This design comes from an exercise in tuning for a short achievable clock period on the open sky130 flow, not from production work.
In this exercise RTL edits were held to simulation tests only and were not proved equivalent to the original.
Power is estimated from default activity; no workload was simulated.

==> run G <==
// cpu_top
module cpu_top (
    input         clk,
    input         rst_n,
    input  [3:0]  prog_nibble_in,
    input prog_nibble_in_valid,
    output [3:0]  prog_nibble_out,
    output        prog_out_valid,
    output        prog_done,
    output [11:0] mem_addr,
    output [31:0] mem_wdata,
    input  [31:0] mem_rdata,
    output        mem_wen,
    output        mem_cen
);
clock: 150.0 ns
lec_check: 0
cap_margin: 20
core_margin: 2
core_utilization: 40
slew_margin: 20
run.sh (not shown) runs the stock make flow with config.mk's settings and CLKGATE_MAP_FILE= SYNTH_SCRIPT=/design/flow/synth_recipe.tcl, a recipe that flattens the netlist after the stock synthesis.
==> run H (differences from run G) <==
--- a/flow/design.v
+++ b/flow/design.v
@@ -127,39 +127,51 @@
     reg                  busy_reg;          
     reg [ADDR_WIDTH-1:0] counter;          
     reg [DATA_WIDTH-1:0] divident;         
     reg [ADDR_WIDTH-1:0] mem_addr_reg;     
     reg [DATA_WIDTH-1:0] mem_wdata_reg;    
     reg                  mem_wen_reg;      
     reg                  mem_cen_reg;      
     localparam integer DIV_C = 4;          
+    localparam integer DIV_H = 1;          
+    localparam integer DIV_HW = 16*(32-(28-4*DIV_C));
     wire [15*36-1:0]     dv_mf;
     wire [31:0]          dv_rmid;
     wire [4*DIV_C-1:0]   dv_qhi;
+    wire [15:0]          dv_hge;
+    wire [DIV_HW-1:0]    dv_hdf;
     reg  [15*36-1:0]     dv_mf_r;
+    wire [16*8-1:0]      dv_fits;
+    reg  [16*8-1:0]      dv_fits_r;
     reg  [31:0]          dv_rmid_r;
     reg  [4*DIV_C-1:0]   dv_qhi_r;
+    reg  [15:0]          dv_hge_r;
+    reg  [DIV_HW-1:0]    dv_hdf_r;
     wire [31:0]          dv_q;
     wire [31:0]          dv_r;
     reg  [47:0]          mul_p0_r;         
     reg  [47:0]          mul_p1_r;         
     wire [63:0]          mul_prod = {16'd0, mul_p0_r} + {mul_p1_r, 16'd0};
     reg                  sel_q;            
     reg                  sel_m;            
-    div_p1 #(.C(DIV_C)) u_div_p1 (
+    div_p1 #(.C(DIV_C), .HALF(DIV_H)) u_div_p1 (
         .n(result_reg[31:0]), .d(mem_rdata),
-        .mf(dv_mf), .rmid(dv_rmid), .qhi(dv_qhi));
-    div_p2 #(.C(DIV_C)) u_div_p2 (
-        .rmid(dv_rmid_r), .qhi(dv_qhi_r), .mf(dv_mf_r),
-        .q(dv_q), .r(dv_r));
+        .mf(dv_mf), .rmid(dv_rmid), .qhi(dv_qhi), .hge(dv_hge), .hdf(dv_hdf),
+        .fits(dv_fits));
+    div_p2 #(.C(DIV_C), .HALF(DIV_H)) u_div_p2 (
+        .rmid(dv_rmid_r), .qhi(dv_qhi_r), .hge(dv_hge_r), .hdf(dv_hdf_r),
+        .fits(dv_fits_r), .mf(dv_mf_r), .q(dv_q), .r(dv_r));
     always @(posedge clk) begin
         dv_mf_r   <= dv_mf;
         dv_rmid_r <= dv_rmid;
         dv_qhi_r  <= dv_qhi;
+        dv_fits_r <= dv_fits;
+        dv_hge_r  <= dv_hge;
+        dv_hdf_r  <= dv_hdf;
         mul_p0_r  <= result_reg[31:0] * mem_rdata[15:0];
         mul_p1_r  <= result_reg[31:0] * mem_rdata[31:16];
     end
     always @(posedge clk or negedge rst_n) begin
         if (!rst_n) begin
             state <= STATE_IDLE;
             addr_reg <= {ADDR_WIDTH{1'b0}};
             cmd_reg <= 8'd0;
@@ -460,56 +472,87 @@
     assign cmd_result_valid = result_valid_reg;       
     assign cmd_error = error_reg;                     
     assign cmd_error_type = error_type_reg;           
     assign mem_addr = mem_addr_reg;
     assign mem_wdata = sel_q ? dv_q : (sel_m ? mul_prod[31:0] : mem_wdata_reg);
     assign mem_wen = mem_wen_reg;
     assign mem_cen = mem_cen_reg;
 endmodule
-module div_stage #(parameter integer S = 0) (
-    input  [31:0]     rin,
+module div_sub #(parameter integer S = 0) (
+    input  [31:0]      rin,
+    input  [15:0]      fit,
     input  [15*36-1:0] mf,
-    output [31:0]     rout,
-    output [3:0]      qd
+    output [15:0]      ge,
+    output [16*(32-S)-1:0] df
 );
     localparam integer W = 32 - S;
-    wire [15:0]     ge;
-    wire [16*W-1:0] df;
     assign ge[0] = 1'b1;
     assign df[W-1:0] = rin[31:S];
     genvar m;
     generate
         for (m = 1; m < 16; m = m + 1) begin : g_m
             wire [35:0] md = mf[36*(m-1) +: 36];
             wire [W:0]  dd = {1'b0, rin[31:S]} - {1'b0, md[W-1:0]};
-            assign ge[m] = ~(|md[35:W]) & ~dd[W];
+            assign ge[m] = fit[m] & ~dd[W];
             assign df[W*m +: W] = dd[W-1:0];
         end
     endgenerate
+endmodule
+module div_fit #(parameter integer S = 0) (
+    input  [31:0] d,
+    output [15:0] fit
+);
+    localparam integer W = 32 - S;
+    assign fit[0] = 1'b1;
+    genvar m, i;
+    generate
+        for (m = 1; m < 16; m = m + 1) begin : g_m
+            localparam [31:0] LIM = ((33'd1 << W) - 33'd1) / m;
+            wire [31:0] le;
+            assign le[0] = LIM[0] | ~d[0];
+            for (i = 1; i < 32; i = i + 1) begin : g_i
+                if (LIM[i]) begin : g_one
+                    assign le[i] = ~d[i] | le[i-1];
+                end else begin : g_zero
+                    assign le[i] = ~d[i] & le[i-1];
+                end
+            end
+            assign fit[m] = le[31];
+        end
+    endgenerate
+endmodule
+module div_sel #(parameter integer S = 0) (
+    input  [31:0]      rin,
+    input  [15:0]      ge,
+    input  [16*(32-S)-1:0] df,
+    output [31:0]      rout,
+    output [3:0]       qd
+);
+    localparam integer W = 32 - S;
     wire [15:0] sel = ge & ~{1'b0, ge[15:1]};
     reg [W-1:0] nt;
-    reg [3:0]   q;
     integer k;
     always @(*) begin
         nt = {W{1'b0}};
-        q  = 4'd0;
-        for (k = 0; k < 16; k = k + 1) begin
+        for (k = 0; k < 16; k = k + 1)
             nt = nt | ({W{sel[k]}} & df[W*k +: W]);
-            q  = q | ({4{sel[k]}} & k[3:0]);
-        end
     end
+    assign qd[3] = ge[8];
+    assign qd[2] = (ge[4] & ~ge[8]) | ge[12];
+    assign qd[1] = (ge[2] & ~ge[4]) | (ge[6] & ~ge[8]) | (ge[10] & ~ge[12]) | ge[14];
+    assign qd[0] = (ge[1] & ~ge[2]) | (ge[3] & ~ge[4]) | (ge[5] & ~ge[6]) | (ge[7] & ~ge[8]) |
+                   (ge[9] & ~ge[10]) | (ge[11] & ~ge[12]) | (ge[13] & ~ge[14]) | ge[15];
     generate
         if (S > 0) begin : g_lo
             assign rout = {nt, rin[S-1:0]};
         end else begin : g_nolo
             assign rout = nt;
         end
     endgenerate
-    assign qd = q;
 endmodule
 module div_multiples (
     input  [31:0]      d,
     output [15*36-1:0] mf
 );
     wire [35:0] m1  = {4'd0, d};
     wire [35:0] m2  = m1 << 1;
     wire [35:0] m4  = m1 << 2;
@@ -523,53 +566,81 @@
     wire [35:0] m10 = m8 + m2;
     wire [35:0] m11 = m8 + m2 + m1;
     wire [35:0] m12 = m8 + m4;
     wire [35:0] m13 = m8 + m4 + m1;
     wire [35:0] m14 = m16 - m2;
     wire [35:0] m15 = m16 - m1;
     assign mf = {m15, m14, m13, m12, m11, m10, m9, m8, m7, m6, m5, m4, m3, m2, m1};
 endmodule
-module div_p1 #(parameter integer C = 4) (
+module div_p1 #(parameter integer C = 5, parameter integer HALF = 0) (
     input  [31:0]      n,
     input  [31:0]      d,
     output [15*36-1:0] mf,
     output [31:0]      rmid,
-    output [4*C-1:0]   qhi
+    output [4*C-1:0]   qhi,
+    output [15:0]      hge,
+    output [16*(32-(28-4*C))-1:0] hdf,
+    output [16*8-1:0]  fits
 );
     div_multiples u_m (.d(d), .mf(mf));
+    genvar j;
+    generate
+        for (j = 0; j < 8; j = j + 1) begin : g_f
+            div_fit #(.S(28 - 4*j)) u_f (.d(d), .fit(fits[16*j +: 16]));
+        end
+    endgenerate
     wire [32*(C+1)-1:0] rr;
     assign rr[31:0] = n;
-    genvar j;
     generate
         for (j = 0; j < C; j = j + 1) begin : g_s
-            div_stage #(.S(28 - 4*j)) u_s (
-                .rin(rr[32*j +: 32]), .mf(mf),
-                .rout(rr[32*(j+1) +: 32]), .qd(qhi[4*(C-1-j) +: 4]));
+            localparam integer S = 28 - 4*j;
+            wire [15:0]         ge;
+            wire [16*(32-S)-1:0] df;
+            div_sub #(.S(S)) u_sub (.rin(rr[32*j +: 32]), .fit(fits[16*j +: 16]), .mf(mf), .ge(ge), .df(df));
+            div_sel #(.S(S)) u_sel (.rin(rr[32*j +: 32]), .ge(ge), .df(df),
+                                    .rout(rr[32*(j+1) +: 32]), .qd(qhi[4*(C-1-j) +: 4]));
+        end
+        if (HALF) begin : g_h
+            div_sub #(.S(28 - 4*C)) u_sub (.rin(rr[32*C +: 32]), .fit(fits[16*C +: 16]), .mf(mf), .ge(hge), .df(hdf));
+        end else begin : g_nh
+            assign hge = 16'd0;
+            assign hdf = {(16*(32-(28-4*C))){1'b0}};
         end
     endgenerate
     assign rmid = rr[32*C +: 32];
 endmodule
-module div_p2 #(parameter integer C = 4) (
+module div_p2 #(parameter integer C = 4, parameter integer HALF = 0) (
     input  [31:0]      rmid,
     input  [4*C-1:0]   qhi,
+    input  [15:0]      hge,
+    input  [16*(32-(28-4*C))-1:0] hdf,
+    input  [16*8-1:0]  fits,
     input  [15*36-1:0] mf,
     output [31:0]      q,
     output [31:0]      r
 );
     localparam integer L = 8 - C;
     wire [32*(L+1)-1:0] rr;
     wire [4*L-1:0]      qlo;
     assign rr[31:0] = rmid;
     genvar j;
     generate
         for (j = 0; j < L; j = j + 1) begin : g_s
-            div_stage #(.S(28 - 4*(C+j))) u_s (
-                .rin(rr[32*j +: 32]), .mf(mf),
-                .rout(rr[32*(j+1) +: 32]), .qd(qlo[4*(L-1-j) +: 4]));
+            localparam integer S = 28 - 4*(C+j);
+            wire [15:0]          ge;
+            wire [16*(32-S)-1:0] df;
+            if (HALF && j == 0) begin : g_h
+                assign ge = hge;
+                assign df = hdf;
+            end else begin : g_f
+                div_sub #(.S(S)) u_sub (.rin(rr[32*j +: 32]), .fit(fits[16*(C+j) +: 16]), .mf(mf), .ge(ge), .df(df));
+            end
+            div_sel #(.S(S)) u_sel (.rin(rr[32*j +: 32]), .ge(ge), .df(df),
+                                    .rout(rr[32*(j+1) +: 32]), .qd(qlo[4*(L-1-j) +: 4]));
         end
     endgenerate
     assign q = {qhi, qlo};
     assign r = rr[32*L +: 32];
 endmodule
 module output_serializer (
     input         clk,
     input         rst_n,
==> flow/flow/run.sh (new file) <==
#!/bin/bash
# Standard layout, with timing repair asked for a large setup margin so that
# the resizer keeps working on the critical paths although the 150 ns clock
# is met by far.  Each tool's output stays in orfs/logs; make's own output
# goes to flow_make.log.
set -euo pipefail
MARGIN=${MARGIN:-109}
bash standard.sh SETUP_SLACK_MARGIN=$MARGIN finish > flow_make.log 2>&1
==> flow/standard.sh (new file) <==
#!/bin/bash
# synth_recipe.tcl (not shown) runs the flow's synth.tcl, then flattens the netlist and writes it again
# the make line also repeats each setting of config.mk as NAME=value (left out here)
make -C /OpenROAD-flow-scripts/flow DESIGN_CONFIG=/design/flow/config.mk WORK_HOME=/design/flow/orfs CLKGATE_MAP_FILE= SYNTH_SCRIPT=/design/flow/synth_recipe.tcl "${@:-finish}"
==> flow/config.mk (replaced) <==
export PLATFORM = sky130hd
export DESIGN_NAME = cpu_top
export DESIGN_NICKNAME = cpu_top
export VERILOG_FILES = /design/flow/design.v
export SDC_FILE = /design/flow/constraint.sdc
export NUM_CORES = 4
export LEC_CHECK = 0
export CAP_MARGIN = 20
export CORE_MARGIN = 2
export CORE_UTILIZATION = 25
export PLACE_DENSITY = 0.45
export SLEW_MARGIN = 20
removed: flow/run.sh
==> notes <==
- Count of clock-buffer cells in the layout: run H is higher than run G (44).
- Against run G, the via count of run H is smaller by 1.4%.
- Against run H, the routed wire length of run G is smaller by 2.2%.
- Of run G and run H, run H has the higher sequential power (gap 27%, measured against run H).
- Worst hold slack: run H is lower than run G (59 ps).
- In run H the first-iteration DRC count is smaller than in run G, by 11%.
- Non-clock buffer count: run G is lower than run H (1003).
- Run H completed without violations. Run G went through all stages and came out clean.
- In run G the clock skew is higher than in run H, by 77 ps.
- Of run G and run H, run H has the higher clock power (gap about 28%, measured against run H).
- Worst setup slack: run G is lower than run H (9700 ps).

## static timing again, ports no longer ideal
In the flow no input, the clock included, has a driving cell. The finished layouts below were timed again as built, in two steps.
Step 1, drivers: a clkbuf_16 drives clk and a buf_2 each remaining input, both assumed.
Step 2 moves the port delays by t, midway between the first and last clock arrival at a register: inputs arrive t later, outputs are due t later. That takes back most of the time a late clock gives input paths.
Slacks: ideal ports / drivers / drivers and shift; pairs: ideal ports / drivers.
run | t (ns) | setup slack, ns | hold slack, ns | worst register clock-pin slew, ns | worst data-port slew with drivers (ns)
run G | 1.026 | 96.441 / 96.314 / 97.340 | 0.435 / 0.435 / 0.435 | 0.11 / 0.11 | 0.33
run H | 1.014 | 106.100 / 105.988 / 105.587 | 0.376 / 0.376 / 0.376 | 0.09 / 0.09 | 0.37
After both steps setup and hold are still met in every run listed. The setup slack of run H, which loses most, moves by -0.112 ns with the drivers and by -0.513 ns with both steps.
